This design comes from an exercise in tuning for small area and a short achievable clock period on the open sky130 flow, not from production work. At most, simulation tests tie the RTL to the original design; equivalence was not proved. No functional check of the RTL was part of run 1.

[flow/standard.sh]
#!/bin/bash
# synth_recipe.tcl (not shown) runs the flow's synth.tcl, then flattens the netlist and writes it again
# the make line also repeats each setting of config.mk as NAME=value (left out here)
make -C /OpenROAD-flow-scripts/flow DESIGN_CONFIG=/design/flow/config.mk WORK_HOME=/design/flow/orfs CLKGATE_MAP_FILE= SYNTH_SCRIPT=/design/flow/synth_recipe.tcl "${@:-finish}"
[flow/flow/run.sh]
#!/bin/bash
# The standard layout, except that synthesis does not extract full and half
# adders into the library's adder cells (ADDER_MAP_FILE empty): the adder
# cells are slow, and they cut the logic into pieces that ABC maps one by one,
# so ABC can not see the real critical paths.  Everything else, including the
# synthesis script, is the standard flow's own.  make's output goes to standard.log; the
# ORFS tools keep their own logs under orfs/logs.
set -euo pipefail
bash standard.sh ADDER_MAP_FILE= finish > standard.log 2>&1
[flow/constraint.sdc]
create_clock -name core_clock -period 80.0 [get_ports {clk}]
set_input_delay 16.0000 -clock core_clock [delete_from_list [all_inputs] [get_ports {clk}]]
set_output_delay 16.0000 -clock core_clock [all_outputs]
set_load 0.01 [all_outputs]
[flow/config.mk]
export PLATFORM = sky130hd
export DESIGN_NAME = FP_div
export DESIGN_NICKNAME = FP_div
export VERILOG_FILES = /design/flow/design.v
export SDC_FILE = /design/flow/constraint.sdc
export NUM_CORES = 4
export LEC_CHECK = 0
export ABC_AREA = 1
export CAP_MARGIN = 60
export CORE_MARGIN = 2
export CORE_UTILIZATION = 45
export PLACE_DENSITY = 0.6
export SLEW_MARGIN = 60
[flow/design.v]
module a_s(s_in, c_in, y, s_out, c_out, qp2, qp1, qn1, qn2);
   input  [26:0] s_in;
   input  [26:0] c_in;
   input  [22:0] y;
   output [26:0] s_out;
   output [26:0] c_out;
   output        qp2, qp1, qn1, qn2;
   a_s_sel sel(.s_in(s_in), .c_in(c_in), .y(y), .q({qp2, qp1, qn1, qn2}));
   a_s_csa csa(.s_in(s_in), .c_in(c_in), .y(y), .q({qp2, qp1, qn1, qn2}),
               .s_out(s_out), .c_out(c_out));
endmodule
module a_s_sel(s_in, c_in, y, q);
   input  [26:0] s_in;
   input  [26:0] c_in;
   input  [22:0] y;
   output [3:0]  q;
   wire [6:0] est = s_in[26:20] + c_in[26:20];
   div_nr_wsticky qds(.yt(y[22:20]), .est(est), .q(q));
endmodule
module a_s_csa(s_in, c_in, y, q, s_out, c_out);
   input  [26:0] s_in;
   input  [26:0] c_in;
   input  [22:0] y;
   input  [3:0]  q;
   output [26:0] s_out;
   output [26:0] c_out;
   wire qp2 = q[3], qp1 = q[2], qn1 = q[1], qn2 = q[0];
   wire [28:0] d1 = {3'b000, 1'b1, y, 2'b00};
   wire [28:0] d2 = {2'b00, 1'b1, y, 3'b000};
   wire [28:0] m = ({29{qp1 | qn1}} & d1 | {29{qp2 | qn2}} & d2) ^ {29{qp1 | qp2}};
   wire [28:0] a = {s_in, 2'b00};
   wire [28:0] b = {c_in, 1'b0, qp1 | qp2};
   wire [28:0] sum = a ^ b ^ m;
   wire [28:0] cy  = (a & b) | (a & m) | (b & m);
   assign s_out = sum[26:0];
   assign c_out = {cy[25:0], 1'b0};
endmodule
module div_nr_wsticky(yt, est, q);
   input  [2:0] yt;
   input  [6:0] est;
   output reg [3:0] q;
   always @(*) begin
      case ({yt, est})
         10'd0: q = 4'b0000;
         10'd1: q = 4'b0000;
         10'd2: q = 4'b0000;
         10'd3: q = 4'b0000;
         10'd4: q = 4'b0100;
         10'd5: q = 4'b0100;
         10'd6: q = 4'b0100;
         10'd7: q = 4'b0100;
         10'd8: q = 4'b0100;
         10'd9: q = 4'b0100;
         10'd10: q = 4'b0100;
         10'd11: q = 4'b0100;
         10'd12: q = 4'b1000;
         10'd13: q = 4'b1000;
         10'd14: q = 4'b1000;
         10'd15: q = 4'b1000;
         10'd16: q = 4'b1000;
         10'd17: q = 4'b1000;
         10'd18: q = 4'b1000;
         10'd19: q = 4'b1000;
         10'd20: q = 4'b1000;
         10'd21: q = 4'b1000;
         10'd22: q = 4'b1000;
         10'd23: q = 4'b1000;
         10'd24: q = 4'b1000;
         10'd25: q = 4'b1000;
         10'd26: q = 4'b1000;
         10'd27: q = 4'b1000;
         10'd28: q = 4'b1000;
         10'd29: q = 4'b1000;
         10'd30: q = 4'b1000;
         10'd31: q = 4'b1000;
         10'd32: q = 4'b1000;
         10'd33: q = 4'b1000;
         10'd34: q = 4'b1000;
         10'd35: q = 4'b1000;
         10'd36: q = 4'b1000;
         10'd37: q = 4'b1000;
         10'd38: q = 4'b1000;
         10'd39: q = 4'b1000;
         10'd40: q = 4'b1000;
         10'd41: q = 4'b1000;
         10'd42: q = 4'b1000;
         10'd43: q = 4'b1000;
         10'd44: q = 4'b1000;
         10'd45: q = 4'b1000;
         10'd46: q = 4'b1000;
         10'd47: q = 4'b1000;
         10'd48: q = 4'b1000;
         10'd49: q = 4'b1000;
         10'd50: q = 4'b1000;
         10'd51: q = 4'b1000;
         10'd52: q = 4'b1000;
         10'd53: q = 4'b1000;
         10'd54: q = 4'b1000;
         10'd55: q = 4'b1000;
         10'd56: q = 4'b1000;
         10'd57: q = 4'b1000;
         10'd58: q = 4'b1000;
         10'd59: q = 4'b1000;
         10'd60: q = 4'b1000;
         10'd61: q = 4'b1000;
         10'd62: q = 4'b1000;
         10'd63: q = 4'b1000;
         10'd64: q = 4'b0001;
         10'd65: q = 4'b0001;
         10'd66: q = 4'b0001;
         10'd67: q = 4'b0001;
         10'd68: q = 4'b0001;
         10'd69: q = 4'b0001;
         10'd70: q = 4'b0001;
         10'd71: q = 4'b0001;
         10'd72: q = 4'b0001;
         10'd73: q = 4'b0001;
         10'd74: q = 4'b0001;
         10'd75: q = 4'b0001;
         10'd76: q = 4'b0001;
         10'd77: q = 4'b0001;
         10'd78: q = 4'b0001;
         10'd79: q = 4'b0001;
         10'd80: q = 4'b0001;
         10'd81: q = 4'b0001;
         10'd82: q = 4'b0001;
         10'd83: q = 4'b0001;
         10'd84: q = 4'b0001;
         10'd85: q = 4'b0001;
         10'd86: q = 4'b0001;
         10'd87: q = 4'b0001;
         10'd88: q = 4'b0001;
         10'd89: q = 4'b0001;
         10'd90: q = 4'b0001;
         10'd91: q = 4'b0001;
         10'd92: q = 4'b0001;
         10'd93: q = 4'b0001;
         10'd94: q = 4'b0001;
         10'd95: q = 4'b0001;
         10'd96: q = 4'b0001;
         10'd97: q = 4'b0001;
         10'd98: q = 4'b0001;
         10'd99: q = 4'b0001;
         10'd100: q = 4'b0001;
         10'd101: q = 4'b0001;
         10'd102: q = 4'b0001;
         10'd103: q = 4'b0001;
         10'd104: q = 4'b0001;
         10'd105: q = 4'b0001;
         10'd106: q = 4'b0001;
         10'd107: q = 4'b0001;
         10'd108: q = 4'b0001;
         10'd109: q = 4'b0001;
         10'd110: q = 4'b0001;
         10'd111: q = 4'b0001;
         10'd112: q = 4'b0001;
         10'd113: q = 4'b0001;
         10'd114: q = 4'b0001;
         10'd115: q = 4'b0010;
         10'd116: q = 4'b0010;
         10'd117: q = 4'b0010;
         10'd118: q = 4'b0010;
         10'd119: q = 4'b0010;
         10'd120: q = 4'b0010;
         10'd121: q = 4'b0010;
         10'd122: q = 4'b0010;
         10'd123: q = 4'b0010;
         10'd124: q = 4'b0000;
         10'd125: q = 4'b0000;
         10'd126: q = 4'b0000;
         10'd127: q = 4'b0000;
         10'd128: q = 4'b0000;
         10'd129: q = 4'b0000;
         10'd130: q = 4'b0000;
         10'd131: q = 4'b0000;
         10'd132: q = 4'b0100;
         10'd133: q = 4'b0100;
         10'd134: q = 4'b0100;
         10'd135: q = 4'b0100;
         10'd136: q = 4'b0100;
         10'd137: q = 4'b0100;
         10'd138: q = 4'b0100;
         10'd139: q = 4'b0100;
         10'd140: q = 4'b0100;
         10'd141: q = 4'b0100;
         10'd142: q = 4'b1000;
         10'd143: q = 4'b1000;
         10'd144: q = 4'b1000;
         10'd145: q = 4'b1000;
         10'd146: q = 4'b1000;
         10'd147: q = 4'b1000;
         10'd148: q = 4'b1000;
         10'd149: q = 4'b1000;
         10'd150: q = 4'b1000;
         10'd151: q = 4'b1000;
         10'd152: q = 4'b1000;
         10'd153: q = 4'b1000;
         10'd154: q = 4'b1000;
         10'd155: q = 4'b1000;
         10'd156: q = 4'b1000;
         10'd157: q = 4'b1000;
         10'd158: q = 4'b1000;
         10'd159: q = 4'b1000;
         10'd160: q = 4'b1000;
         10'd161: q = 4'b1000;
         10'd162: q = 4'b1000;
         10'd163: q = 4'b1000;
         10'd164: q = 4'b1000;
         10'd165: q = 4'b1000;
         10'd166: q = 4'b1000;
         10'd167: q = 4'b1000;
         10'd168: q = 4'b1000;
         10'd169: q = 4'b1000;
         10'd170: q = 4'b1000;
         10'd171: q = 4'b1000;
         10'd172: q = 4'b1000;
         10'd173: q = 4'b1000;
         10'd174: q = 4'b1000;
         10'd175: q = 4'b1000;
         10'd176: q = 4'b1000;
         10'd177: q = 4'b1000;
         10'd178: q = 4'b1000;
         10'd179: q = 4'b1000;
         10'd180: q = 4'b1000;
         10'd181: q = 4'b1000;
         10'd182: q = 4'b1000;
         10'd183: q = 4'b1000;
         10'd184: q = 4'b1000;
         10'd185: q = 4'b1000;
         10'd186: q = 4'b1000;
         10'd187: q = 4'b1000;
         10'd188: q = 4'b1000;
         10'd189: q = 4'b1000;
         10'd190: q = 4'b1000;
         10'd191: q = 4'b1000;
         10'd192: q = 4'b0001;
         10'd193: q = 4'b0001;
         10'd194: q = 4'b0001;
         10'd195: q = 4'b0001;
         10'd196: q = 4'b0001;
         10'd197: q = 4'b0001;
         10'd198: q = 4'b0001;
         10'd199: q = 4'b0001;
         10'd200: q = 4'b0001;
         10'd201: q = 4'b0001;
         10'd202: q = 4'b0001;
         10'd203: q = 4'b0001;
         10'd204: q = 4'b0001;
         10'd205: q = 4'b0001;
         10'd206: q = 4'b0001;
         10'd207: q = 4'b0001;
         10'd208: q = 4'b0001;
         10'd209: q = 4'b0001;
         10'd210: q = 4'b0001;
         10'd211: q = 4'b0001;
         10'd212: q = 4'b0001;
         10'd213: q = 4'b0001;
         10'd214: q = 4'b0001;
         10'd215: q = 4'b0001;
         10'd216: q = 4'b0001;
         10'd217: q = 4'b0001;
         10'd218: q = 4'b0001;
         10'd219: q = 4'b0001;
         10'd220: q = 4'b0001;
         10'd221: q = 4'b0001;
         10'd222: q = 4'b0001;
         10'd223: q = 4'b0001;
         10'd224: q = 4'b0001;
         10'd225: q = 4'b0001;
         10'd226: q = 4'b0001;
         10'd227: q = 4'b0001;
         10'd228: q = 4'b0001;
         10'd229: q = 4'b0001;
         10'd230: q = 4'b0001;
         10'd231: q = 4'b0001;
         10'd232: q = 4'b0001;
         10'd233: q = 4'b0001;
         10'd234: q = 4'b0001;
         10'd235: q = 4'b0001;
         10'd236: q = 4'b0001;
         10'd237: q = 4'b0001;
         10'd238: q = 4'b0001;
         10'd239: q = 4'b0001;
         10'd240: q = 4'b0001;
         10'd241: q = 4'b0010;
         10'd242: q = 4'b0010;
         10'd243: q = 4'b0010;
         10'd244: q = 4'b0010;
         10'd245: q = 4'b0010;
         10'd246: q = 4'b0010;
         10'd247: q = 4'b0010;
         10'd248: q = 4'b0010;
         10'd249: q = 4'b0010;
         10'd250: q = 4'b0000;
         10'd251: q = 4'b0000;
         10'd252: q = 4'b0000;
         10'd253: q = 4'b0000;
         10'd254: q = 4'b0000;
         10'd255: q = 4'b0000;
         10'd256: q = 4'b0000;
         10'd257: q = 4'b0000;
         10'd258: q = 4'b0000;
         10'd259: q = 4'b0000;
         10'd260: q = 4'b0100;
         10'd261: q = 4'b0100;
         10'd262: q = 4'b0100;
         10'd263: q = 4'b0100;
         10'd264: q = 4'b0100;
         10'd265: q = 4'b0100;
         10'd266: q = 4'b0100;
         10'd267: q = 4'b0100;
         10'd268: q = 4'b0100;
         10'd269: q = 4'b0100;
         10'd270: q = 4'b0100;
         10'd271: q = 4'b1000;
         10'd272: q = 4'b1000;
         10'd273: q = 4'b1000;
         10'd274: q = 4'b1000;
         10'd275: q = 4'b1000;
         10'd276: q = 4'b1000;
         10'd277: q = 4'b1000;
         10'd278: q = 4'b1000;
         10'd279: q = 4'b1000;
         10'd280: q = 4'b1000;
         10'd281: q = 4'b1000;
         10'd282: q = 4'b1000;
         10'd283: q = 4'b1000;
         10'd284: q = 4'b1000;
         10'd285: q = 4'b1000;
         10'd286: q = 4'b1000;
         10'd287: q = 4'b1000;
         10'd288: q = 4'b1000;
         10'd289: q = 4'b1000;
         10'd290: q = 4'b1000;
         10'd291: q = 4'b1000;
         10'd292: q = 4'b1000;
         10'd293: q = 4'b1000;
         10'd294: q = 4'b1000;
         10'd295: q = 4'b1000;
         10'd296: q = 4'b1000;
         10'd297: q = 4'b1000;
         10'd298: q = 4'b1000;
         10'd299: q = 4'b1000;
         10'd300: q = 4'b1000;
         10'd301: q = 4'b1000;
         10'd302: q = 4'b1000;
         10'd303: q = 4'b1000;
         10'd304: q = 4'b1000;
         10'd305: q = 4'b1000;
         10'd306: q = 4'b1000;
         10'd307: q = 4'b1000;
         10'd308: q = 4'b1000;
         10'd309: q = 4'b1000;
         10'd310: q = 4'b1000;
         10'd311: q = 4'b1000;
         10'd312: q = 4'b1000;
         10'd313: q = 4'b1000;
         10'd314: q = 4'b1000;
         10'd315: q = 4'b1000;
         10'd316: q = 4'b1000;
         10'd317: q = 4'b1000;
         10'd318: q = 4'b1000;
         10'd319: q = 4'b1000;
         10'd320: q = 4'b0001;
         10'd321: q = 4'b0001;
         10'd322: q = 4'b0001;
         10'd323: q = 4'b0001;
         10'd324: q = 4'b0001;
         10'd325: q = 4'b0001;
         10'd326: q = 4'b0001;
         10'd327: q = 4'b0001;
         10'd328: q = 4'b0001;
         10'd329: q = 4'b0001;
         10'd330: q = 4'b0001;
         10'd331: q = 4'b0001;
         10'd332: q = 4'b0001;
         10'd333: q = 4'b0001;
         10'd334: q = 4'b0001;
         10'd335: q = 4'b0001;
         10'd336: q = 4'b0001;
         10'd337: q = 4'b0001;
         10'd338: q = 4'b0001;
         10'd339: q = 4'b0001;
         10'd340: q = 4'b0001;
         10'd341: q = 4'b0001;
         10'd342: q = 4'b0001;
         10'd343: q = 4'b0001;
         10'd344: q = 4'b0001;
         10'd345: q = 4'b0001;
         10'd346: q = 4'b0001;
         10'd347: q = 4'b0001;
         10'd348: q = 4'b0001;
         10'd349: q = 4'b0001;
         10'd350: q = 4'b0001;
         10'd351: q = 4'b0001;
         10'd352: q = 4'b0001;
         10'd353: q = 4'b0001;
         10'd354: q = 4'b0001;
         10'd355: q = 4'b0001;
         10'd356: q = 4'b0001;
         10'd357: q = 4'b0001;
         10'd358: q = 4'b0001;
         10'd359: q = 4'b0001;
         10'd360: q = 4'b0001;
         10'd361: q = 4'b0001;
         10'd362: q = 4'b0001;
         10'd363: q = 4'b0001;
         10'd364: q = 4'b0001;
         10'd365: q = 4'b0001;
         10'd366: q = 4'b0001;
         10'd367: q = 4'b0001;
         10'd368: q = 4'b0010;
         10'd369: q = 4'b0010;
         10'd370: q = 4'b0010;
         10'd371: q = 4'b0010;
         10'd372: q = 4'b0010;
         10'd373: q = 4'b0010;
         10'd374: q = 4'b0010;
         10'd375: q = 4'b0010;
         10'd376: q = 4'b0010;
         10'd377: q = 4'b0010;
         10'd378: q = 4'b0000;
         10'd379: q = 4'b0000;
         10'd380: q = 4'b0000;
         10'd381: q = 4'b0000;
         10'd382: q = 4'b0000;
         10'd383: q = 4'b0000;
         10'd384: q = 4'b0000;
         10'd385: q = 4'b0000;
         10'd386: q = 4'b0000;
         10'd387: q = 4'b0000;
         10'd388: q = 4'b0100;
         10'd389: q = 4'b0100;
         10'd390: q = 4'b0100;
         10'd391: q = 4'b0100;
         10'd392: q = 4'b0100;
         10'd393: q = 4'b0100;
         10'd394: q = 4'b0100;
         10'd395: q = 4'b0100;
         10'd396: q = 4'b0100;
         10'd397: q = 4'b0100;
         10'd398: q = 4'b0100;
         10'd399: q = 4'b0100;
         10'd400: q = 4'b1000;
         10'd401: q = 4'b1000;
         10'd402: q = 4'b1000;
         10'd403: q = 4'b1000;
         10'd404: q = 4'b1000;
         10'd405: q = 4'b1000;
         10'd406: q = 4'b1000;
         10'd407: q = 4'b1000;
         10'd408: q = 4'b1000;
         10'd409: q = 4'b1000;
         10'd410: q = 4'b1000;
         10'd411: q = 4'b1000;
         10'd412: q = 4'b1000;
         10'd413: q = 4'b1000;
         10'd414: q = 4'b1000;
         10'd415: q = 4'b1000;
         10'd416: q = 4'b1000;
         10'd417: q = 4'b1000;
         10'd418: q = 4'b1000;
         10'd419: q = 4'b1000;
         10'd420: q = 4'b1000;
         10'd421: q = 4'b1000;
         10'd422: q = 4'b1000;
         10'd423: q = 4'b1000;
         10'd424: q = 4'b1000;
         10'd425: q = 4'b1000;
         10'd426: q = 4'b1000;
         10'd427: q = 4'b1000;
         10'd428: q = 4'b1000;
         10'd429: q = 4'b1000;
         10'd430: q = 4'b1000;
         10'd431: q = 4'b1000;
         10'd432: q = 4'b1000;
         10'd433: q = 4'b1000;
         10'd434: q = 4'b1000;
         10'd435: q = 4'b1000;
         10'd436: q = 4'b1000;
         10'd437: q = 4'b1000;
         10'd438: q = 4'b1000;
         10'd439: q = 4'b1000;
         10'd440: q = 4'b1000;
         10'd441: q = 4'b1000;
         10'd442: q = 4'b1000;
         10'd443: q = 4'b1000;
         10'd444: q = 4'b1000;
         10'd445: q = 4'b1000;
         10'd446: q = 4'b1000;
         10'd447: q = 4'b1000;
         10'd448: q = 4'b0001;
         10'd449: q = 4'b0001;
         10'd450: q = 4'b0001;
         10'd451: q = 4'b0001;
         10'd452: q = 4'b0001;
         10'd453: q = 4'b0001;
         10'd454: q = 4'b0001;
         10'd455: q = 4'b0001;
         10'd456: q = 4'b0001;
         10'd457: q = 4'b0001;
         10'd458: q = 4'b0001;
         10'd459: q = 4'b0001;
         10'd460: q = 4'b0001;
         10'd461: q = 4'b0001;
         10'd462: q = 4'b0001;
         10'd463: q = 4'b0001;
         10'd464: q = 4'b0001;
         10'd465: q = 4'b0001;
         10'd466: q = 4'b0001;
         10'd467: q = 4'b0001;
         10'd468: q = 4'b0001;
         10'd469: q = 4'b0001;
         10'd470: q = 4'b0001;
         10'd471: q = 4'b0001;
         10'd472: q = 4'b0001;
         10'd473: q = 4'b0001;
         10'd474: q = 4'b0001;
         10'd475: q = 4'b0001;
         10'd476: q = 4'b0001;
         10'd477: q = 4'b0001;
         10'd478: q = 4'b0001;
         10'd479: q = 4'b0001;
         10'd480: q = 4'b0001;
         10'd481: q = 4'b0001;
         10'd482: q = 4'b0001;
         10'd483: q = 4'b0001;
         10'd484: q = 4'b0001;
         10'd485: q = 4'b0001;
         10'd486: q = 4'b0001;
         10'd487: q = 4'b0001;
         10'd488: q = 4'b0001;
         10'd489: q = 4'b0001;
         10'd490: q = 4'b0001;
         10'd491: q = 4'b0001;
         10'd492: q = 4'b0001;
         10'd493: q = 4'b0001;
         10'd494: q = 4'b0010;
         10'd495: q = 4'b0010;
         10'd496: q = 4'b0010;
         10'd497: q = 4'b0010;
         10'd498: q = 4'b0010;
         10'd499: q = 4'b0010;
         10'd500: q = 4'b0010;
         10'd501: q = 4'b0010;
         10'd502: q = 4'b0010;
         10'd503: q = 4'b0010;
         10'd504: q = 4'b0010;
         10'd505: q = 4'b0010;
         10'd506: q = 4'b0000;
         10'd507: q = 4'b0000;
         10'd508: q = 4'b0000;
         10'd509: q = 4'b0000;
         10'd510: q = 4'b0000;
         10'd511: q = 4'b0000;
         10'd512: q = 4'b0000;
         10'd513: q = 4'b0000;
         10'd514: q = 4'b0000;
         10'd515: q = 4'b0000;
         10'd516: q = 4'b0000;
         10'd517: q = 4'b0000;
         10'd518: q = 4'b0100;
         10'd519: q = 4'b0100;
         10'd520: q = 4'b0100;
         10'd521: q = 4'b0100;
         10'd522: q = 4'b0100;
         10'd523: q = 4'b0100;
         10'd524: q = 4'b0100;
         10'd525: q = 4'b0100;
         10'd526: q = 4'b0100;
         10'd527: q = 4'b0100;
         10'd528: q = 4'b0100;
         10'd529: q = 4'b0100;
         10'd530: q = 4'b1000;
         10'd531: q = 4'b1000;
         10'd532: q = 4'b1000;
         10'd533: q = 4'b1000;
         10'd534: q = 4'b1000;
         10'd535: q = 4'b1000;
         10'd536: q = 4'b1000;
         10'd537: q = 4'b1000;
         10'd538: q = 4'b1000;
         10'd539: q = 4'b1000;
         10'd540: q = 4'b1000;
         10'd541: q = 4'b1000;
         10'd542: q = 4'b1000;
         10'd543: q = 4'b1000;
         10'd544: q = 4'b1000;
         10'd545: q = 4'b1000;
         10'd546: q = 4'b1000;
         10'd547: q = 4'b1000;
         10'd548: q = 4'b1000;
         10'd549: q = 4'b1000;
         10'd550: q = 4'b1000;
         10'd551: q = 4'b1000;
         10'd552: q = 4'b1000;
         10'd553: q = 4'b1000;
         10'd554: q = 4'b1000;
         10'd555: q = 4'b1000;
         10'd556: q = 4'b1000;
         10'd557: q = 4'b1000;
         10'd558: q = 4'b1000;
         10'd559: q = 4'b1000;
         10'd560: q = 4'b1000;
         10'd561: q = 4'b1000;
         10'd562: q = 4'b1000;
         10'd563: q = 4'b1000;
         10'd564: q = 4'b1000;
         10'd565: q = 4'b1000;
         10'd566: q = 4'b1000;
         10'd567: q = 4'b1000;
         10'd568: q = 4'b1000;
         10'd569: q = 4'b1000;
         10'd570: q = 4'b1000;
         10'd571: q = 4'b1000;
         10'd572: q = 4'b1000;
         10'd573: q = 4'b1000;
         10'd574: q = 4'b1000;
         10'd575: q = 4'b1000;
         10'd576: q = 4'b0001;
         10'd577: q = 4'b0001;
         10'd578: q = 4'b0001;
         10'd579: q = 4'b0001;
         10'd580: q = 4'b0001;
         10'd581: q = 4'b0001;
         10'd582: q = 4'b0001;
         10'd583: q = 4'b0001;
         10'd584: q = 4'b0001;
         10'd585: q = 4'b0001;
         10'd586: q = 4'b0001;
         10'd587: q = 4'b0001;
         10'd588: q = 4'b0001;
         10'd589: q = 4'b0001;
         10'd590: q = 4'b0001;
         10'd591: q = 4'b0001;
         10'd592: q = 4'b0001;
         10'd593: q = 4'b0001;
         10'd594: q = 4'b0001;
         10'd595: q = 4'b0001;
         10'd596: q = 4'b0001;
         10'd597: q = 4'b0001;
         10'd598: q = 4'b0001;
         10'd599: q = 4'b0001;
         10'd600: q = 4'b0001;
         10'd601: q = 4'b0001;
         10'd602: q = 4'b0001;
         10'd603: q = 4'b0001;
         10'd604: q = 4'b0001;
         10'd605: q = 4'b0001;
         10'd606: q = 4'b0001;
         10'd607: q = 4'b0001;
         10'd608: q = 4'b0001;
         10'd609: q = 4'b0001;
         10'd610: q = 4'b0001;
         10'd611: q = 4'b0001;
         10'd612: q = 4'b0001;
         10'd613: q = 4'b0001;
         10'd614: q = 4'b0001;
         10'd615: q = 4'b0001;
         10'd616: q = 4'b0001;
         10'd617: q = 4'b0001;
         10'd618: q = 4'b0001;
         10'd619: q = 4'b0001;
         10'd620: q = 4'b0010;
         10'd621: q = 4'b0010;
         10'd622: q = 4'b0010;
         10'd623: q = 4'b0010;
         10'd624: q = 4'b0010;
         10'd625: q = 4'b0010;
         10'd626: q = 4'b0010;
         10'd627: q = 4'b0010;
         10'd628: q = 4'b0010;
         10'd629: q = 4'b0010;
         10'd630: q = 4'b0010;
         10'd631: q = 4'b0010;
         10'd632: q = 4'b0000;
         10'd633: q = 4'b0000;
         10'd634: q = 4'b0000;
         10'd635: q = 4'b0000;
         10'd636: q = 4'b0000;
         10'd637: q = 4'b0000;
         10'd638: q = 4'b0000;
         10'd639: q = 4'b0000;
         10'd640: q = 4'b0000;
         10'd641: q = 4'b0000;
         10'd642: q = 4'b0000;
         10'd643: q = 4'b0000;
         10'd644: q = 4'b0000;
         10'd645: q = 4'b0000;
         10'd646: q = 4'b0100;
         10'd647: q = 4'b0100;
         10'd648: q = 4'b0100;
         10'd649: q = 4'b0100;
         10'd650: q = 4'b0100;
         10'd651: q = 4'b0100;
         10'd652: q = 4'b0100;
         10'd653: q = 4'b0100;
         10'd654: q = 4'b0100;
         10'd655: q = 4'b0100;
         10'd656: q = 4'b0100;
         10'd657: q = 4'b0100;
         10'd658: q = 4'b0100;
         10'd659: q = 4'b0100;
         10'd660: q = 4'b1000;
         10'd661: q = 4'b1000;
         10'd662: q = 4'b1000;
         10'd663: q = 4'b1000;
         10'd664: q = 4'b1000;
         10'd665: q = 4'b1000;
         10'd666: q = 4'b1000;
         10'd667: q = 4'b1000;
         10'd668: q = 4'b1000;
         10'd669: q = 4'b1000;
         10'd670: q = 4'b1000;
         10'd671: q = 4'b1000;
         10'd672: q = 4'b1000;
         10'd673: q = 4'b1000;
         10'd674: q = 4'b1000;
         10'd675: q = 4'b1000;
         10'd676: q = 4'b1000;
         10'd677: q = 4'b1000;
         10'd678: q = 4'b1000;
         10'd679: q = 4'b1000;
         10'd680: q = 4'b1000;
         10'd681: q = 4'b1000;
         10'd682: q = 4'b1000;
         10'd683: q = 4'b1000;
         10'd684: q = 4'b1000;
         10'd685: q = 4'b1000;
         10'd686: q = 4'b1000;
         10'd687: q = 4'b1000;
         10'd688: q = 4'b1000;
         10'd689: q = 4'b1000;
         10'd690: q = 4'b1000;
         10'd691: q = 4'b1000;
         10'd692: q = 4'b1000;
         10'd693: q = 4'b1000;
         10'd694: q = 4'b1000;
         10'd695: q = 4'b1000;
         10'd696: q = 4'b1000;
         10'd697: q = 4'b1000;
         10'd698: q = 4'b1000;
         10'd699: q = 4'b1000;
         10'd700: q = 4'b1000;
         10'd701: q = 4'b1000;
         10'd702: q = 4'b1000;
         10'd703: q = 4'b1000;
         10'd704: q = 4'b0001;
         10'd705: q = 4'b0001;
         10'd706: q = 4'b0001;
         10'd707: q = 4'b0001;
         10'd708: q = 4'b0001;
         10'd709: q = 4'b0001;
         10'd710: q = 4'b0001;
         10'd711: q = 4'b0001;
         10'd712: q = 4'b0001;
         10'd713: q = 4'b0001;
         10'd714: q = 4'b0001;
         10'd715: q = 4'b0001;
         10'd716: q = 4'b0001;
         10'd717: q = 4'b0001;
         10'd718: q = 4'b0001;
         10'd719: q = 4'b0001;
         10'd720: q = 4'b0001;
         10'd721: q = 4'b0001;
         10'd722: q = 4'b0001;
         10'd723: q = 4'b0001;
         10'd724: q = 4'b0001;
         10'd725: q = 4'b0001;
         10'd726: q = 4'b0001;
         10'd727: q = 4'b0001;
         10'd728: q = 4'b0001;
         10'd729: q = 4'b0001;
         10'd730: q = 4'b0001;
         10'd731: q = 4'b0001;
         10'd732: q = 4'b0001;
         10'd733: q = 4'b0001;
         10'd734: q = 4'b0001;
         10'd735: q = 4'b0001;
         10'd736: q = 4'b0001;
         10'd737: q = 4'b0001;
         10'd738: q = 4'b0001;
         10'd739: q = 4'b0001;
         10'd740: q = 4'b0001;
         10'd741: q = 4'b0001;
         10'd742: q = 4'b0001;
         10'd743: q = 4'b0001;
         10'd744: q = 4'b0001;
         10'd745: q = 4'b0001;
         10'd746: q = 4'b0001;
         10'd747: q = 4'b0001;
         10'd748: q = 4'b0010;
         10'd749: q = 4'b0010;
         10'd750: q = 4'b0010;
         10'd751: q = 4'b0010;
         10'd752: q = 4'b0010;
         10'd753: q = 4'b0010;
         10'd754: q = 4'b0010;
         10'd755: q = 4'b0010;
         10'd756: q = 4'b0010;
         10'd757: q = 4'b0010;
         10'd758: q = 4'b0010;
         10'd759: q = 4'b0010;
         10'd760: q = 4'b0000;
         10'd761: q = 4'b0000;
         10'd762: q = 4'b0000;
         10'd763: q = 4'b0000;
         10'd764: q = 4'b0000;
         10'd765: q = 4'b0000;
         10'd766: q = 4'b0000;
         10'd767: q = 4'b0000;
         10'd768: q = 4'b0000;
         10'd769: q = 4'b0000;
         10'd770: q = 4'b0000;
         10'd771: q = 4'b0000;
         10'd772: q = 4'b0000;
         10'd773: q = 4'b0000;
         10'd774: q = 4'b0000;
         10'd775: q = 4'b0000;
         10'd776: q = 4'b0100;
         10'd777: q = 4'b0100;
         10'd778: q = 4'b0100;
         10'd779: q = 4'b0100;
         10'd780: q = 4'b0100;
         10'd781: q = 4'b0100;
         10'd782: q = 4'b0100;
         10'd783: q = 4'b0100;
         10'd784: q = 4'b0100;
         10'd785: q = 4'b0100;
         10'd786: q = 4'b0100;
         10'd787: q = 4'b0100;
         10'd788: q = 4'b1000;
         10'd789: q = 4'b1000;
         10'd790: q = 4'b1000;
         10'd791: q = 4'b1000;
         10'd792: q = 4'b1000;
         10'd793: q = 4'b1000;
         10'd794: q = 4'b1000;
         10'd795: q = 4'b1000;
         10'd796: q = 4'b1000;
         10'd797: q = 4'b1000;
         10'd798: q = 4'b1000;
         10'd799: q = 4'b1000;
         10'd800: q = 4'b1000;
         10'd801: q = 4'b1000;
         10'd802: q = 4'b1000;
         10'd803: q = 4'b1000;
         10'd804: q = 4'b1000;
         10'd805: q = 4'b1000;
         10'd806: q = 4'b1000;
         10'd807: q = 4'b1000;
         10'd808: q = 4'b1000;
         10'd809: q = 4'b1000;
         10'd810: q = 4'b1000;
         10'd811: q = 4'b1000;
         10'd812: q = 4'b1000;
         10'd813: q = 4'b1000;
         10'd814: q = 4'b1000;
         10'd815: q = 4'b1000;
         10'd816: q = 4'b1000;
         10'd817: q = 4'b1000;
         10'd818: q = 4'b1000;
         10'd819: q = 4'b1000;
         10'd820: q = 4'b1000;
         10'd821: q = 4'b1000;
         10'd822: q = 4'b1000;
         10'd823: q = 4'b1000;
         10'd824: q = 4'b1000;
         10'd825: q = 4'b1000;
         10'd826: q = 4'b1000;
         10'd827: q = 4'b1000;
         10'd828: q = 4'b1000;
         10'd829: q = 4'b1000;
         10'd830: q = 4'b1000;
         10'd831: q = 4'b1000;
         10'd832: q = 4'b0001;
         10'd833: q = 4'b0001;
         10'd834: q = 4'b0001;
         10'd835: q = 4'b0001;
         10'd836: q = 4'b0001;
         10'd837: q = 4'b0001;
         10'd838: q = 4'b0001;
         10'd839: q = 4'b0001;
         10'd840: q = 4'b0001;
         10'd841: q = 4'b0001;
         10'd842: q = 4'b0001;
         10'd843: q = 4'b0001;
         10'd844: q = 4'b0001;
         10'd845: q = 4'b0001;
         10'd846: q = 4'b0001;
         10'd847: q = 4'b0001;
         10'd848: q = 4'b0001;
         10'd849: q = 4'b0001;
         10'd850: q = 4'b0001;
         10'd851: q = 4'b0001;
         10'd852: q = 4'b0001;
         10'd853: q = 4'b0001;
         10'd854: q = 4'b0001;
         10'd855: q = 4'b0001;
         10'd856: q = 4'b0001;
         10'd857: q = 4'b0001;
         10'd858: q = 4'b0001;
         10'd859: q = 4'b0001;
         10'd860: q = 4'b0001;
         10'd861: q = 4'b0001;
         10'd862: q = 4'b0001;
         10'd863: q = 4'b0001;
         10'd864: q = 4'b0001;
         10'd865: q = 4'b0001;
         10'd866: q = 4'b0001;
         10'd867: q = 4'b0001;
         10'd868: q = 4'b0001;
         10'd869: q = 4'b0001;
         10'd870: q = 4'b0001;
         10'd871: q = 4'b0001;
         10'd872: q = 4'b0001;
         10'd873: q = 4'b0001;
         10'd874: q = 4'b0010;
         10'd875: q = 4'b0010;
         10'd876: q = 4'b0010;
         10'd877: q = 4'b0010;
         10'd878: q = 4'b0010;
         10'd879: q = 4'b0010;
         10'd880: q = 4'b0010;
         10'd881: q = 4'b0010;
         10'd882: q = 4'b0010;
         10'd883: q = 4'b0010;
         10'd884: q = 4'b0010;
         10'd885: q = 4'b0010;
         10'd886: q = 4'b0010;
         10'd887: q = 4'b0010;
         10'd888: q = 4'b0000;
         10'd889: q = 4'b0000;
         10'd890: q = 4'b0000;
         10'd891: q = 4'b0000;
         10'd892: q = 4'b0000;
         10'd893: q = 4'b0000;
         10'd894: q = 4'b0000;
         10'd895: q = 4'b0000;
         10'd896: q = 4'b0000;
         10'd897: q = 4'b0000;
         10'd898: q = 4'b0000;
         10'd899: q = 4'b0000;
         10'd900: q = 4'b0000;
         10'd901: q = 4'b0000;
         10'd902: q = 4'b0000;
         10'd903: q = 4'b0000;
         10'd904: q = 4'b0100;
         10'd905: q = 4'b0100;
         10'd906: q = 4'b0100;
         10'd907: q = 4'b0100;
         10'd908: q = 4'b0100;
         10'd909: q = 4'b0100;
         10'd910: q = 4'b0100;
         10'd911: q = 4'b0100;
         10'd912: q = 4'b0100;
         10'd913: q = 4'b0100;
         10'd914: q = 4'b0100;
         10'd915: q = 4'b0100;
         10'd916: q = 4'b0100;
         10'd917: q = 4'b0100;
         10'd918: q = 4'b0100;
         10'd919: q = 4'b0100;
         10'd920: q = 4'b1000;
         10'd921: q = 4'b1000;
         10'd922: q = 4'b1000;
         10'd923: q = 4'b1000;
         10'd924: q = 4'b1000;
         10'd925: q = 4'b1000;
         10'd926: q = 4'b1000;
         10'd927: q = 4'b1000;
         10'd928: q = 4'b1000;
         10'd929: q = 4'b1000;
         10'd930: q = 4'b1000;
         10'd931: q = 4'b1000;
         10'd932: q = 4'b1000;
         10'd933: q = 4'b1000;
         10'd934: q = 4'b1000;
         10'd935: q = 4'b1000;
         10'd936: q = 4'b1000;
         10'd937: q = 4'b1000;
         10'd938: q = 4'b1000;
         10'd939: q = 4'b1000;
         10'd940: q = 4'b1000;
         10'd941: q = 4'b1000;
         10'd942: q = 4'b1000;
         10'd943: q = 4'b1000;
         10'd944: q = 4'b1000;
         10'd945: q = 4'b1000;
         10'd946: q = 4'b1000;
         10'd947: q = 4'b1000;
         10'd948: q = 4'b1000;
         10'd949: q = 4'b1000;
         10'd950: q = 4'b1000;
         10'd951: q = 4'b1000;
         10'd952: q = 4'b1000;
         10'd953: q = 4'b1000;
         10'd954: q = 4'b1000;
         10'd955: q = 4'b1000;
         10'd956: q = 4'b1000;
         10'd957: q = 4'b1000;
         10'd958: q = 4'b1000;
         10'd959: q = 4'b1000;
         10'd960: q = 4'b0001;
         10'd961: q = 4'b0001;
         10'd962: q = 4'b0001;
         10'd963: q = 4'b0001;
         10'd964: q = 4'b0001;
         10'd965: q = 4'b0001;
         10'd966: q = 4'b0001;
         10'd967: q = 4'b0001;
         10'd968: q = 4'b0001;
         10'd969: q = 4'b0001;
         10'd970: q = 4'b0001;
         10'd971: q = 4'b0001;
         10'd972: q = 4'b0001;
         10'd973: q = 4'b0001;
         10'd974: q = 4'b0001;
         10'd975: q = 4'b0001;
         10'd976: q = 4'b0001;
         10'd977: q = 4'b0001;
         10'd978: q = 4'b0001;
         10'd979: q = 4'b0001;
         10'd980: q = 4'b0001;
         10'd981: q = 4'b0001;
         10'd982: q = 4'b0001;
         10'd983: q = 4'b0001;
         10'd984: q = 4'b0001;
         10'd985: q = 4'b0001;
         10'd986: q = 4'b0001;
         10'd987: q = 4'b0001;
         10'd988: q = 4'b0001;
         10'd989: q = 4'b0001;
         10'd990: q = 4'b0001;
         10'd991: q = 4'b0001;
         10'd992: q = 4'b0001;
         10'd993: q = 4'b0001;
         10'd994: q = 4'b0001;
         10'd995: q = 4'b0001;
         10'd996: q = 4'b0001;
         10'd997: q = 4'b0001;
         10'd998: q = 4'b0001;
         10'd999: q = 4'b0001;
         10'd1000: q = 4'b0010;
         10'd1001: q = 4'b0010;
         10'd1002: q = 4'b0010;
         10'd1003: q = 4'b0010;
         10'd1004: q = 4'b0010;
         10'd1005: q = 4'b0010;
         10'd1006: q = 4'b0010;
         10'd1007: q = 4'b0010;
         10'd1008: q = 4'b0010;
         10'd1009: q = 4'b0010;
         10'd1010: q = 4'b0010;
         10'd1011: q = 4'b0010;
         10'd1012: q = 4'b0010;
         10'd1013: q = 4'b0010;
         10'd1014: q = 4'b0010;
         10'd1015: q = 4'b0010;
         10'd1016: q = 4'b0000;
         10'd1017: q = 4'b0000;
         10'd1018: q = 4'b0000;
         10'd1019: q = 4'b0000;
         10'd1020: q = 4'b0000;
         10'd1021: q = 4'b0000;
         10'd1022: q = 4'b0000;
         10'd1023: q = 4'b0000;
         default: q = 4'b0000;
      endcase
   end
endmodule
module FP_div(FP_A, FP_B, clk, ce, FP_Z);
   parameter K = 2;
   input  [31:0] FP_A;
   input  [31:0] FP_B;
   input         clk;
   input         ce;
   output [31:0] FP_Z;
   reg    [31:0] FP_Z;
   wire [26:0]  s1, c1;
   wire [K-1:0] p2_1, p1_1, n1_1, n2_1;
   wire [1:0]   cls1;
   wire         sign1;
   wire [7:0]   exp1;
   wire [3:0]   qk1;
   fp_div_s1 #(K) st1(.FP_A(FP_A), .FP_B(FP_B), .s(s1), .c(c1), .qk(qk1),
                      .p2(p2_1), .p1(p1_1), .n1(n1_1), .n2(n2_1),
                      .cls(cls1), .sign(sign1), .expo(exp1));
   reg [26:0]  s_r, c_r;
   reg [22:0]  y_r;
   reg [K-1:0] p2_r, p1_r, n1_r, n2_r;
   reg [1:0]   cls_r;
   reg         sign_r;
   reg [7:0]   exp_r;
   reg [3:0]   qk_r;
   always @(posedge clk) begin
      if (ce) begin
         qk_r <= qk1;
         s_r <= s1;
         c_r <= c1;
         y_r <= FP_B[22:0];
         p2_r <= p2_1;
         p1_r <= p1_1;
         n1_r <= n1_1;
         n2_r <= n2_1;
         cls_r <= cls1;
         sign_r <= sign1;
         exp_r <= exp1;
      end
   end
   wire [31:0] z;
   fp_div_s2 #(K) st2(.s(s_r), .c(c_r), .qk(qk_r), .y(y_r), .p2(p2_r), .p1(p1_r), .n1(n1_r), .n2(n2_r),
                      .cls(cls_r), .sign(sign_r), .expo(exp_r), .z(z));
   always @(posedge clk)
      if (ce)
         FP_Z <= z;
endmodule
module fp_div_s1(FP_A, FP_B, s, c, qk, p2, p1, n1, n2, cls, sign, expo);
   parameter K = 2;
   input  [31:0]  FP_A;
   input  [31:0]  FP_B;
   output [26:0]  s, c;
   output [3:0]   qk;
   output [K-1:0] p2, p1, n1, n2;
   output [1:0]   cls;
   output         sign;
   output [7:0]   expo;
   wire [7:0] ea = FP_A[30:23];
   wire [7:0] eb = FP_B[30:23];
   wire fa_z = (FP_A[22:0] == 23'd0);
   wire fb_z = (FP_B[22:0] == 23'd0);
   wire nan1  = (&ea & ~fa_z) | (&eb & ~fb_z);
   wire inf1  = (&ea) | (&eb) | (eb == 8'd0);
   wire zero1 = (ea == 8'd0) & fa_z;
   wire hi = (FP_A[22:0] >= FP_B[22:0]);
   wire [8:0] en = {1'b0, ea} - {1'b0, eb} + 9'd126 + {8'd0, hi};
   wire ovf = (en[8:7] == 2'b10) | (en == 9'd255);
   wire unf = (en[8:7] == 2'b11) | (en[7:0] == 8'd0);
   assign cls = nan1 ? 2'd3 : (inf1 | ovf) ? 2'd2 : (zero1 | unf) ? 2'd1 : 2'd0;
   assign sign = FP_A[31] ^ FP_B[31];
   assign expo = en[7:0];
   wire [26:0] sr [0:K];
   wire [26:0] cr [0:K];
   assign sr[0] = hi ? {3'b000, 1'b1, FP_A[22:0]} : {2'b00, 1'b1, FP_A[22:0], 1'b0};
   assign cr[0] = 27'd0;
   genvar i;
   generate
      for (i = 0; i < K; i = i + 1) begin : row
         a_s r(.s_in(sr[i]), .c_in(cr[i]), .y(FP_B[22:0]),
               .s_out(sr[i+1]), .c_out(cr[i+1]),
               .qp2(p2[K-1-i]), .qp1(p1[K-1-i]), .qn1(n1[K-1-i]), .qn2(n2[K-1-i]));
      end
   endgenerate
   assign s = sr[K];
   assign c = cr[K];
   a_s_sel selk(.s_in(sr[K]), .c_in(cr[K]), .y(FP_B[22:0]), .q(qk));
endmodule
module fp_div_s2(s, c, qk, y, p2, p1, n1, n2, cls, sign, expo, z);
   parameter K = 2;
   input  [26:0]  s, c;
   input  [3:0]   qk;
   input  [22:0]  y;
   input  [K-1:0] p2, p1, n1, n2;
   input  [1:0]   cls;
   input          sign;
   input  [7:0]   expo;
   output [31:0]  z;
   wire [26:0] sr [0:13-K];
   wire [26:0] cr [0:13-K];
   wire [12-K:0] p2_2, p1_2, n1_2, n2_2;
   assign sr[0] = s;
   assign cr[0] = c;
   genvar i;
   assign {p2_2[12-K], p1_2[12-K], n1_2[12-K], n2_2[12-K]} = qk;
   a_s_csa r0(.s_in(sr[0]), .c_in(cr[0]), .y(y), .q(qk), .s_out(sr[1]), .c_out(cr[1]));
   generate
      for (i = 1; i < 13 - K; i = i + 1) begin : row
         a_s r(.s_in(sr[i]), .c_in(cr[i]), .y(y),
               .s_out(sr[i+1]), .c_out(cr[i+1]),
               .qp2(p2_2[12-K-i]), .qp1(p1_2[12-K-i]), .qn1(n1_2[12-K-i]), .qn2(n2_2[12-K-i]));
      end
   endgenerate
   wire [12:0] a2 = {p2, p2_2}, a1 = {p1, p1_2}, b1 = {n1, n1_2}, b2 = {n2, n2_2};
   wire [25:0] qp, qn;
   generate
      for (i = 0; i < 13; i = i + 1) begin : dig
         assign qp[2*i+1:2*i] = {a2[i], a1[i]};
         assign qn[2*i+1:2*i] = {b2[i], b1[i]};
      end
   endgenerate
   wire [26:0] w = sr[13-K] + cr[13-K];
   wire [25:0] q0 = qp - qn;
   wire [25:0] q1 = qp - qn + 26'd1;
   wire [22:0] man = w[26] ? q0[23:1] : q1[23:1];
   reg [30:0] zz;
   always @(*) begin
      case (cls)
         2'd3: zz = {8'hff, 23'h400000};
         2'd2: zz = {8'hff, 23'd0};
         2'd1: zz = 31'd0;
         default: zz = {expo, man};
      endcase
   end
   assign z = {sign, zz};
endmodule
==> results of run 1 <==
[cells in the mapped netlist, types with 7 or more instances]
cell type and instances:
nand2_1 1678, nand3_1 590, inv_1 543, nand2_2 463, nor2_1 457, xor2_1 349, o22ai_1 185, nand2_4 179
o21ai_0 171, edfxtp_1 119, nand3_2 107, a21oi_1 105, or2_2 98, xnor2_1 87, inv_2 58, nand4_1 56
clkbuf_1 49, clkbuf_8 48, nor2_2 43, o21ai_1 35, nor3_1 25, nand3b_1 21, buf_6 20, o21ai_2 20
buf_12 17, buf_8 15, inv_4 15, clkinv_1 14, o211ai_1 12, a21oi_2 11, nor2_4 11, a31oi_1 10
nand2_8 10, nor4_1 10, buf_1 9, buf_4 9, or2_1 7
[state kept, by name, summed over array words and instances, names as in the netlist, 2 cells and up]
name	cells
exp_r	8
cls_r	2
y_r	23
qk_r	4
FP_Z	32
s_r	24
c_r	21
[cell usage in the layout, fill, tap and decap left out, types with 20 or more instances in the layout]
cell / Yosys / routed
o21ai_1: 35 / 39
nand2_1: 1678 / 1677
nor2_2: 43 / 46
or2_2: 98 / 98
nand2_4: 179 / 180
nor2_1: 457 / 453
xnor2_1: 87 / 86
o22ai_1: 185 / 185
o21ai_0: 171 / 167
clkdlybuf4s50_1: 0 / 94
xor2_1: 349 / 349
inv_2: 58 / 60
nor3_1: 25 / 25
buf_4: 9 / 40
nand3_1: 590 / 589
nand3b_1: 21 / 21
a21oi_1: 105 / 105
edfxtp_1: 119 / 119
inv_1: 543 / 539
nand2_2: 463 / 463
nand3_2: 107 / 108
o21ai_2: 20 / 20
nand4_1: 56 / 56
[through the flow]
| step | instances | util [%] |
|---|---|---|
| 6_report | 6810 | 47.1 |
| 3_3_place_gp | 6774 | 46.3 |
| 3_5_place_dp | 6774 | 46.3 |
| 5_1_grt | 6810 | 47.1 |
| 4_1_cts | 6806 | 47.1 |
| 2_1_floorplan | 5767 | - |
[per-layer routing]
| layer | track usage, % | up-vias |
|---|---|---|
| li1 | - | 18500 |
| met1 | 33.4 | 16300 |
| met2 | 48.3 | 833 |
| met3 | 1.45 | 145 |
| met4 | 6.69 | 0 |
| met5 | 0 | - |
[kinds of logic (layout without fill, tap and decap cells)]
family                   after synthesis  count (layout)
AO/OA/AOI/OAI                        601             601
AND/OR/NAND/NOR                     3778            3778
XOR/XNOR                             453             453
buffers and inverters                814             817
adder cells (fa/ha/maj)                1               1
flip-flops                           119             119
other                                  1               1
[worst min-delay path by stage]
stage	endpoint	slack (ps)	start
after floorplan	FP_Z[31]$_DFFE_PP_	400	sign_r$_DFFE_PP_
after global placement	FP_Z[31]$_DFFE_PP_	410	sign_r$_DFFE_PP_
after detailed placement	FP_Z[31]$_DFFE_PP_	420	sign_r$_DFFE_PP_
after CTS	FP_Z[31]$_DFFE_PP_	420	sign_r$_DFFE_PP_
after global routing	FP_Z[31]$_DFFE_PP_	440	sign_r$_DFFE_PP_
final	FP_Z[31]$_DFFE_PP_	420	sign_r$_DFFE_PP_
[layout make-up]
cell class | count | area [sq um] | area share (%)
flip-flops and latches | 119 | 3570 | 9.83
well taps | 1040 | 1300 | 3.58
clock inverters | 15 | 178 | 0.489
multi-input cells | 4834 | 27000 | 74.3
repair buffers | 142 | 1340 | 3.68
clock buffers | 17 | 425 | 1.17
inverters | 643 | 2520 | 6.94
==> flow_summary.yaml, run 1 <==
worst_setup_path:
  rr_endpoint: "FP_Z[21]$_DFFE_PP_"
  endpoint: "FP_Z[21]$_DFFE_PP_"
  cp_max_fo: 29
  critPathLaunch: "qk_r[3]$_DFFE_PP_"
  cp-start-kind: "flip-flop"
  crit_family: "simple AND/OR/NAND/NOR gates"
  path_depth: 192
  crit_path_end_kind: "flip-flop"
  cpPeakStageDelay_ps: 500
  worstRegToRegCells: 192
  crit_top_cell: "nand2_1"
  crit_buf_inv: 19
  reg2reg_slack_ps: 53170
  reg2reg_from: "qk_r[3]$_DFFE_PP_"
  worst_ep_arrival_time_ps: 27080
  criticalPathCategory: "reg -> reg"
  worstPathRequired_ps: 80250
  critPathSlowestCell: "edfxtp_1"
placed_design:
  hpwl_microns: 85300
  placed_area_sq_um: 35700
  gp_congestion: 0.930
  io_buffer_count: 97
  place_ws_ps: 53260
run:
  max_cap_violations: 0
drt:
  dr_wl_met2_microns: 52400
  viasPerCell: 5.26
  ant_nets: 0
  num_vias: 35800
  wire_per_inst_microns: 15.7
  drc: 0
  drt-met1-wl_microns: 47400
  highest_layer: "met4"
  postRouteWirelength_microns: 107000
  drt-pass1-iter-count: 6
  wl_met3_microns: 3990
  drt_iter0_drc: 2445
global_routing:
  antenna_found_initial: 0
  grt_overflow_total: 0
  groute.usage.overall_pct: 26.3
  grt_pass1_wl_microns: 170000
  grt_pass1_vias: 32800
  grt_start_max_net_pins: 66
floorplan:
  pin_count: 98
  fp.coreArea_sq_um: 77100
  die_x_microns: 282
  dieArea_sq_um: 79600
  initial_core_util_pct: 45.2
  die_h_microns: 282
  num_rows: 102
timing:
  tightest_slew_ps: 588
  whs_ps: 425
  finClkSkew_ps: 18.1
  max_slew_margin_pct: 60.8
  final-setup-viol-count: 0
  finalHoldViolations: 0
  slew_viol_final: 0
  fmax_ghz: 0.0373
  period_share_pct: 33.5
  setup_ws_ps: 53170
  setup_tns_ps: 0
  min_period_ps: 26830
  rsz0062_at_grt: "false"
yosys:
  synth-edff-count: 119
  synthMuxAreaShare_pct: 0
  synthAdderAreaFrac_pct: 0.0287
  async_flop_share_pct: 0
  synth-compound-area-share_pct: 10.4
  yosys-top-cells-area: "nand2_1 18%, edfxtp_1 10%, xor2_1 8.8%"
  ys_types: 86
  syn_avg_cell_area_sq_um: 6.04
  synthCells: 5767
  synth-xor-area-share_pct: 12.0
  synth_fp_nets: 5833
  synth.largest_area_cell: "nand2_1"
  ys.flop_type: "edfxtp_1"
  syn_area_sq_um: 34800
  yosys.area_share.simple_pct: 55.0
  synth_seq_area_share_pct: 10.3
  synth_seq_cells: 119
  synth_top_family_by_area: "simple AND/OR/NAND/NOR gates"
  ys_warn_count: 4
  synth.top_cell.area_share_pct: 18.1
clock_tree:
  cts-resized-gates: 0
  cts-root-buf: "clkbuf_16"
  cts_made_buffers: 17
  cts_tree: "done"
  cts_buffer_depth: 2
  clkSinkCount: 119
  cts-hold-fix-buffers: 0
  cts.clk_slew.worst_paths_ps: 60
  h-tree-depth: 4
  clk_latency_ps: 420
  post_cts_buffers: 0
final_layout:
  antenna_cells: 0
  fin_nets: 5823
  layout-drive-gt1-share_pct: 20.0
  num-fill-cells: 8216
  final_area_sq_um: 36300
  area_delta_synth_final_pct: 4.36
min_path:
  hold_depth: 0
  worst_hold_path_type: "reg -> reg"
outcome:
  status: "finished clean"
==> inputs of run 2 (changes only) <==
--- a/flow/design.v
+++ b/flow/design.v
@@ -29,3 +29,3 @@
    wire [28:0] d2 = {2'b00, 1'b1, y, 3'b000};
-   wire [28:0] m = ({29{qp1 | qn1}} & d1 | {29{qp2 | qn2}} & d2) ^ {29{qp1 | qp2}};
+   wire [28:0] m = ({29{qp1}} & ~d1) | ({29{qp2}} & ~d2) | ({29{qn1}} & d1) | ({29{qn2}} & d2);
    wire [28:0] a = {s_in, 2'b00};
--- a/flow/config.mk
+++ b/flow/config.mk
@@ -8,3 +8,3 @@
 export ABC_AREA = 1
-export CAP_MARGIN = 60
+export CAP_MARGIN = 85
 export CORE_MARGIN = 2
@@ -12,2 +12,2 @@
 export PLACE_DENSITY = 0.6
-export SLEW_MARGIN = 60
+export SLEW_MARGIN = 85
==> flow_summary.yaml, run 2 <==
outcome:
  status: "finished clean"
final_layout:
  layout-drive-gt1-share_pct: 33.9
  fin_nets: 6612
  largest-register: "FP_Z"
  final_cells: 7619
  layout_commonest_cell: "nand2_1"
  largest_reg_flops: 32
  antenna_cells: 0
  largest_registers: "FP_Z (32), s_r (24), y_r (23)"
  final_util_pct: 59.9
  area_delta_synth_final_pct: 31.4
  final_cell_mix: "1739 x nand2_1, 659 x inv_1, 480 x nand2_2, 475 x nor2_1, 390 x nand3_1"
yosys:
  synth-edff-count: 119
  synth_seq_area_share_pct: 9.72
  synth_fp_nets: 6378
  synth.largest_area_cell: "nand2_1"
  synth-compound-area-share_pct: 15.9
  yosys-top-cells-area: "nand2_1 18%, edfxtp_1 9.7%, nand2_2 8.2%"
  synthAdderAreaFrac_pct: 0
  async_flop_share_pct: 0
  synthMuxAreaShare_pct: 0
  synth_seq_cells: 119
  ys_types: 81
  yosys.area_share.simple_pct: 54.1
  yosys-top-cells-count: "1768 x nand2_1, 710 x inv_1, 578 x nor2_1"
  synth.top_cell.area_share_pct: 18.1
  ys_warn_count: 4
  synth_top_family_by_area: "simple AND/OR/NAND/NOR gates"
  synth-xor-area-share_pct: 6.12
  syn_area_sq_um: 36800
  syn_avg_cell_area_sq_um: 5.82
  ys.flop_type: "edfxtp_1"
  synthCells: 6312
  yosysMostFrequentCell: "nand2_1"
global_routing:
  grt_pass1_vias: 39800
  antenna_found_initial: 0
  groute.usage.overall_pct: 30.5
  grt_pass1_wl_microns: 212000
  grt_overflow_total: 0
  grt_start_max_net_pins: 25
clock_tree:
  clk_latency_ps: 430
  cts.clk_slew.worst_paths_ps: 60
  cts_tree: "done"
  post_cts_buffers: 0
  cts-resized-gates: 0
  clkSinkCount: 119
  cts-root-buf: "clkbuf_16"
  cts-hold-fix-buffers: 0
  h-tree-depth: 4
  cts_made_buffers: 17
  cts_buffer_depth: 2
floorplan:
  pin_count: 98
  num_rows: 104
  die_x_microns: 290
  fp.coreArea_sq_um: 80700
  dieArea_sq_um: 84000
  initial_core_util_pct: 45.6
  die_h_microns: 290
run:
  max_cap_violations: 0
placed_design:
  gp_congestion: 0.934
  hpwl_microns: 109000
  io_buffer_count: 97
  dp_cells: 7527
drt:
  postRouteWirelength_microns: 134000
  viasPerCell: 5.60
  ant_nets: 0
  drt_iter0_drc: 3269
  num_vias: 42600
  wire_per_inst_microns: 17.6
  drt-pass1-iter-count: 6
  drc: 0
worst_setup_path:
  crit_buf_inv: 21
  critPathSlowestCell: "clkdlybuf4s50_1"
  worst_ep_arrival_time_ps: 26020
  criticalPathCategory: "in -> reg"
  cp_max_fo: 23
  crit_family: "buffers and inverters"
  cpPeakStageDelay_ps: 560
  crit_path_end_kind: "flip-flop"
  cp-start-kind: "primary input"
  crit_top_cell: "nand2_1"
  worstPathRequired_ps: 80160
timing:
  final-setup-viol-count: 0
  rsz0062_at_grt: "false"
  slew_viol_final: 0
  finClkSkew_ps: 17.6
  setup_tns_ps: 0
  period_share_pct: 32.3
  fmax_ghz: 0.0387
  whs_ps: 416
  finalHoldViolations: 0
  min_period_ps: 25860
min_path:
  worst_hold_path_type: "reg -> reg"
## run 2: cells by family (layout without fill, tap and decap cells)
| group | count (synthesis) | after routing |
|---|---|---|
| AO/OA/AOI/OAI | 939 | 939 |
| XOR/XNOR | 249 | 249 |
| buffers and inverters | 1045 | 1292 |
| flip-flops | 119 | 119 |
| other | 1 | 1 |
| AND/OR/NAND/NOR | 3959 | 3959 |
## run 2: worst paths after layout
| kind | start | end | slack (ps) | cells past startpoint |
|---|---|---|---|---|
| setup / recovery | FP_A[9] | qk_r[2]$_DFFE_PP_ | 54140 | 64 |
| hold / removal | sign_r$_DFFE_PP_ | FP_Z[31]$_DFFE_PP_ | 420 | 0 |
| setup reg to reg | qk_r[3]$_DFFE_PP_ | FP_Z[21]$_DFFE_PP_ | 55200 | 193 |
| hold reg to reg | sign_r$_DFFE_PP_ | FP_Z[31]$_DFFE_PP_ | 420 | 0 |
## run 2: layout make-up
cell class / instances / area, sq um
repair buffers: 447 / 4820
clock buffers: 17 / 425
clock inverters: 15 / 165
well taps: 1060 / 1330
inverters: 813 / 3440
multi-input cells: 5148 / 34600
fillers: 7455 / 32400
flip-flops and latches: 119 / 3570
## run 2: per-layer routing
| layer | vias up | part of all wire [%] | GRT usage (%) | wire length (microns) |
|---|---|---|---|---|
| li1 | 21100 | - | - | - |
| met1 | 19900 | 43 | 40.2 | 58000 |
| met2 | 1354 | 47 | 51.7 | 62600 |
| met3 | 308 | 6.2 | 3.35 | 8320 |
| met4 | 0 | 3.7 | 10.4 | 4940 |
| met5 | - | 0 | 0 | 0 |
## run 2: through the flow
step	worst slack, ps	cell area (sq um)
2_1_floorplan	57150	36800
3_3_place_gp	54080	37400
3_5_place_dp	54300	45600
4_1_cts	54700	46200
5_1_grt	52980	48300
6_report	54140	48300
==> inputs of run 3 (changes only) <==
--- a/flow/config.mk
+++ b/flow/config.mk
@@ -8,3 +8,3 @@
 export ABC_AREA = 1
-export CAP_MARGIN = 85
+export CAP_MARGIN = 20
 export CORE_MARGIN = 2
@@ -12,2 +12,2 @@
 export PLACE_DENSITY = 0.6
-export SLEW_MARGIN = 85
+export SLEW_MARGIN = 20
==> flow_summary.yaml, run 3 <==
timing:
  setup_tns_ps: 0
  final-setup-viol-count: 0
  period_share_pct: 32.0
  min_period_ps: 25570
  rsz0062_at_grt: "false"
  finClkSkew_ps: 12.4
  finalHoldViolations: 0
  fmax_ghz: 0.0391
  max_slew_margin_pct: 33.4
  tightest_slew_ps: 999
  whs_ps: 423
  slew_viol_final: 0
drt:
  num_vias: 40200
  viasPerCell: 5.49
  ant_nets: 0
  postRouteWirelength_microns: 124000
  wire_per_inst_microns: 17.0
  drt_iter0_drc: 3431
  drc: 0
  drt-pass1-iter-count: 6
floorplan:
  initial_core_util_pct: 45.6
  pin_count: 98
  dieArea_sq_um: 84000
  num_rows: 104
  fp.coreArea_sq_um: 80700
  die_h_microns: 290
  die_x_microns: 290
yosys:
  synthCells: 6312
  synth.largest_area_cell: "nand2_1"
  synth_seq_area_share_pct: 9.72
  synth_seq_cells: 119
  yosys-top-cells-area: "nand2_1 18%, edfxtp_1 9.7%, nand2_2 8.2%"
  yosys-top-cells-count: "1768 x nand2_1, 710 x inv_1, 578 x nor2_1"
  ys_warn_count: 4
  ys.flop_type: "edfxtp_1"
  ys_types: 81
  synth-edff-count: 119
  async_flop_share_pct: 0
  syn_avg_cell_area_sq_um: 5.82
  synth_fp_nets: 6378
  synth.top_cell.area_share_pct: 18.1
  yosysMostFrequentCell: "nand2_1"
  syn_area_sq_um: 36800
final_layout:
  largest_registers: "FP_Z (32), s_r (24), y_r (23)"
  final_cells: 7319
  layout_commonest_cell: "nand2_1"
  fin_nets: 6312
  final_cell_mix: "1768 x nand2_1, 708 x inv_1, 578 x nor2_1, 479 x nand2_2, 399 x nand3_1"
  seqCellArea_sq_um: 3570
  area_delta_synth_final_pct: 3.39
  largest_reg_flops: 32
  multiInputGateArea_sq_um: 28000
  num-fill-cells: 8850
  antenna_cells: 0
  layout-drive-gt1-share_pct: 19.4
  largest-register: "FP_Z"
worst_setup_path:
  endpoint: "qk_r[0]$_DFFE_PP_"
  cp-start-kind: "primary input"
  cp_max_fo: 45
  cpPeakStageDelay_ps: 590
  crit_buf_inv: 12
  reg2reg_slack_ps: 54870
  reg2reg_from: "y_r[18]$_DFFE_PP_"
  crit_family: "simple AND/OR/NAND/NOR gates"
  worst_ep_arrival_time_ps: 25720
  rr_endpoint: "FP_Z[13]$_DFFE_PP_"
  path_depth: 60
  worstRegToRegCells: 176
  critPathLaunch: "FP_B[20]"
  crit_path_end_kind: "flip-flop"
  worstPathRequired_ps: 80150
  critPathSlowestCell: "inv_1"
  crit_top_cell: "nand2_1"
  criticalPathCategory: "in -> reg"
clock_tree:
  cts-hold-fix-buffers: 0
  clkSinkCount: 119
  clk_latency_ps: 430
  cts_buffer_depth: 2
  cts.clk_slew.worst_paths_ps: 60
  cts_tree: "done"
  cts_made_buffers: 17
  post_cts_buffers: 0
  h-tree-depth: 4
  cts-resized-gates: 0
  cts-root-buf: "clkbuf_16"
global_routing:
  antenna_found_initial: 3
  grt_pass1_vias: 36700
  grt_pass1_wl_microns: 200000
  groute.usage.overall_pct: 28.8
  grt_overflow_total: 0
  grt_start_max_net_pins: 77
min_path:
  worst_hold_path_type: "reg -> reg"
placed_design:
  dp_cells: 7287
  gp_congestion: 0.934
  io_buffer_count: 97
  hpwl_microns: 98600
run:
  max_cap_violations: 0
outcome:
  status: "finished clean"
## run 3: cell counts after synthesis
No cell type changed its count.
## run 3: final cells by class
class / count / area share, %
Inverter: 813 / 8.21
Sequential cell: 119 / 9.40
Clock inverter: 15 / 0.563
Timing Repair Buffer: 147 / 3.54
Tap cell: 1060 / 3.49
Clock buffer: 17 / 1.12
Multi-Input combinational cell: 5148 / 73.7
## run 3: worst reg2reg max path: cells and delay by family (launching register included)
| family | cells | cell delay [ps] |
|---|---|---|
| AOI/OAI and AO/OA | 15 | 2770 |
| buffers and inverters | 12 | 2200 |
| DFF | 1 | 350 |
| and+or+nand+nor | 149 | 19680 |
## run 3: how the worst min path moves through the flow
stage | startpoint | endpoint | slack (ps) | depth (start not counted)
2_1_floorplan | sign_r$_DFFE_PP_ | FP_Z[31]$_DFFE_PP_ | 400 | 0
3_3_place_gp | sign_r$_DFFE_PP_ | FP_Z[31]$_DFFE_PP_ | 400 | 0
3_5_place_dp | sign_r$_DFFE_PP_ | FP_Z[31]$_DFFE_PP_ | 410 | 0
4_1_cts | sign_r$_DFFE_PP_ | FP_Z[31]$_DFFE_PP_ | 430 | 0
5_1_grt | sign_r$_DFFE_PP_ | FP_Z[31]$_DFFE_PP_ | 460 | 0
6_report | sign_r$_DFFE_PP_ | FP_Z[31]$_DFFE_PP_ | 420 | 0
## run 3: layer usage
layer	track usage, %	up-vias	share of wire (%)	routed length, microns
li1	-	20400	-	-
met1	38.9	18300	46	56700
met2	48.6	1328	45	56400
met3	3.16	186	6.3	7860
met4	7.62	6	2.5	3120
met5	0	-	0.036	45
## run 3: cells by family (layout without fill, tap and decap cells)
group,Yosys count,count (layout),share of synthesized area [%]
other,1,1,0.0102
AND/OR/NAND/NOR,3959,3959,54.1
flip-flops,119,119,9.72
AO/OA/AOI/OAI,939,939,15.9
XOR/XNOR,249,249,6.12
buffers and inverters,1045,992,14.1
## run 3: per-stage QoR
| stage | worst slack, ps | utilization (%) | cell area [sq um] |
|---|---|---|---|
| 3_3_place_gp | 54080 | 46.3 | 37400 |
| 2_1_floorplan | 57150 | - | 36800 |
| 6_report | 54430 | 47.1 | 38000 |
| 4_1_cts | 54660 | 47.1 | 38000 |
| 5_1_grt | 52100 | 47.1 | 38000 |
| 3_5_place_dp | 54240 | 46.3 | 37400 |

## static timing again, ports no longer ideal
No port has a modelled driver above. Below, the same layouts with a new extraction and two added sets of constraints.
Step 1 assumes that a clkbuf_16 drives the clock port and a buf_2 every other input.
Step 2 adds t to the input delays and takes it off the output delays; t is the mean of the earliest and latest rising clock arrival at the registers after step 1. Input paths then give back, and output paths get back, about the clock's delay inside the block.
Slacks: ideal / step 1 / step 2; pairs: ideal / step 1.
| run | t (ns) | setup slack, ns | worst hold slack (ns) | slew at the worst register clock pin (ns) | pins driven straight from the clock port |
|---|---|---|---|---|---|
| run 1 | 0.460 | 53.166 / 53.166 / 53.166 | 0.425 / 0.425 / 0.425 | 0.06 / 0.06 | 1 |
| run 2 | 0.475 | 54.139 / 54.170 / 53.696 | 0.416 / 0.416 / 0.416 | 0.07 / 0.07 | 1 |
| run 3 | 0.475 | 54.431 / 54.462 / 53.987 | 0.423 / 0.423 / 0.423 | 0.06 / 0.06 | 1 |
After both steps setup and hold are still met in every run listed. The setup slack of run 3, which loses most, moves by +0.031 ns with the drivers and by -0.444 ns with both steps.
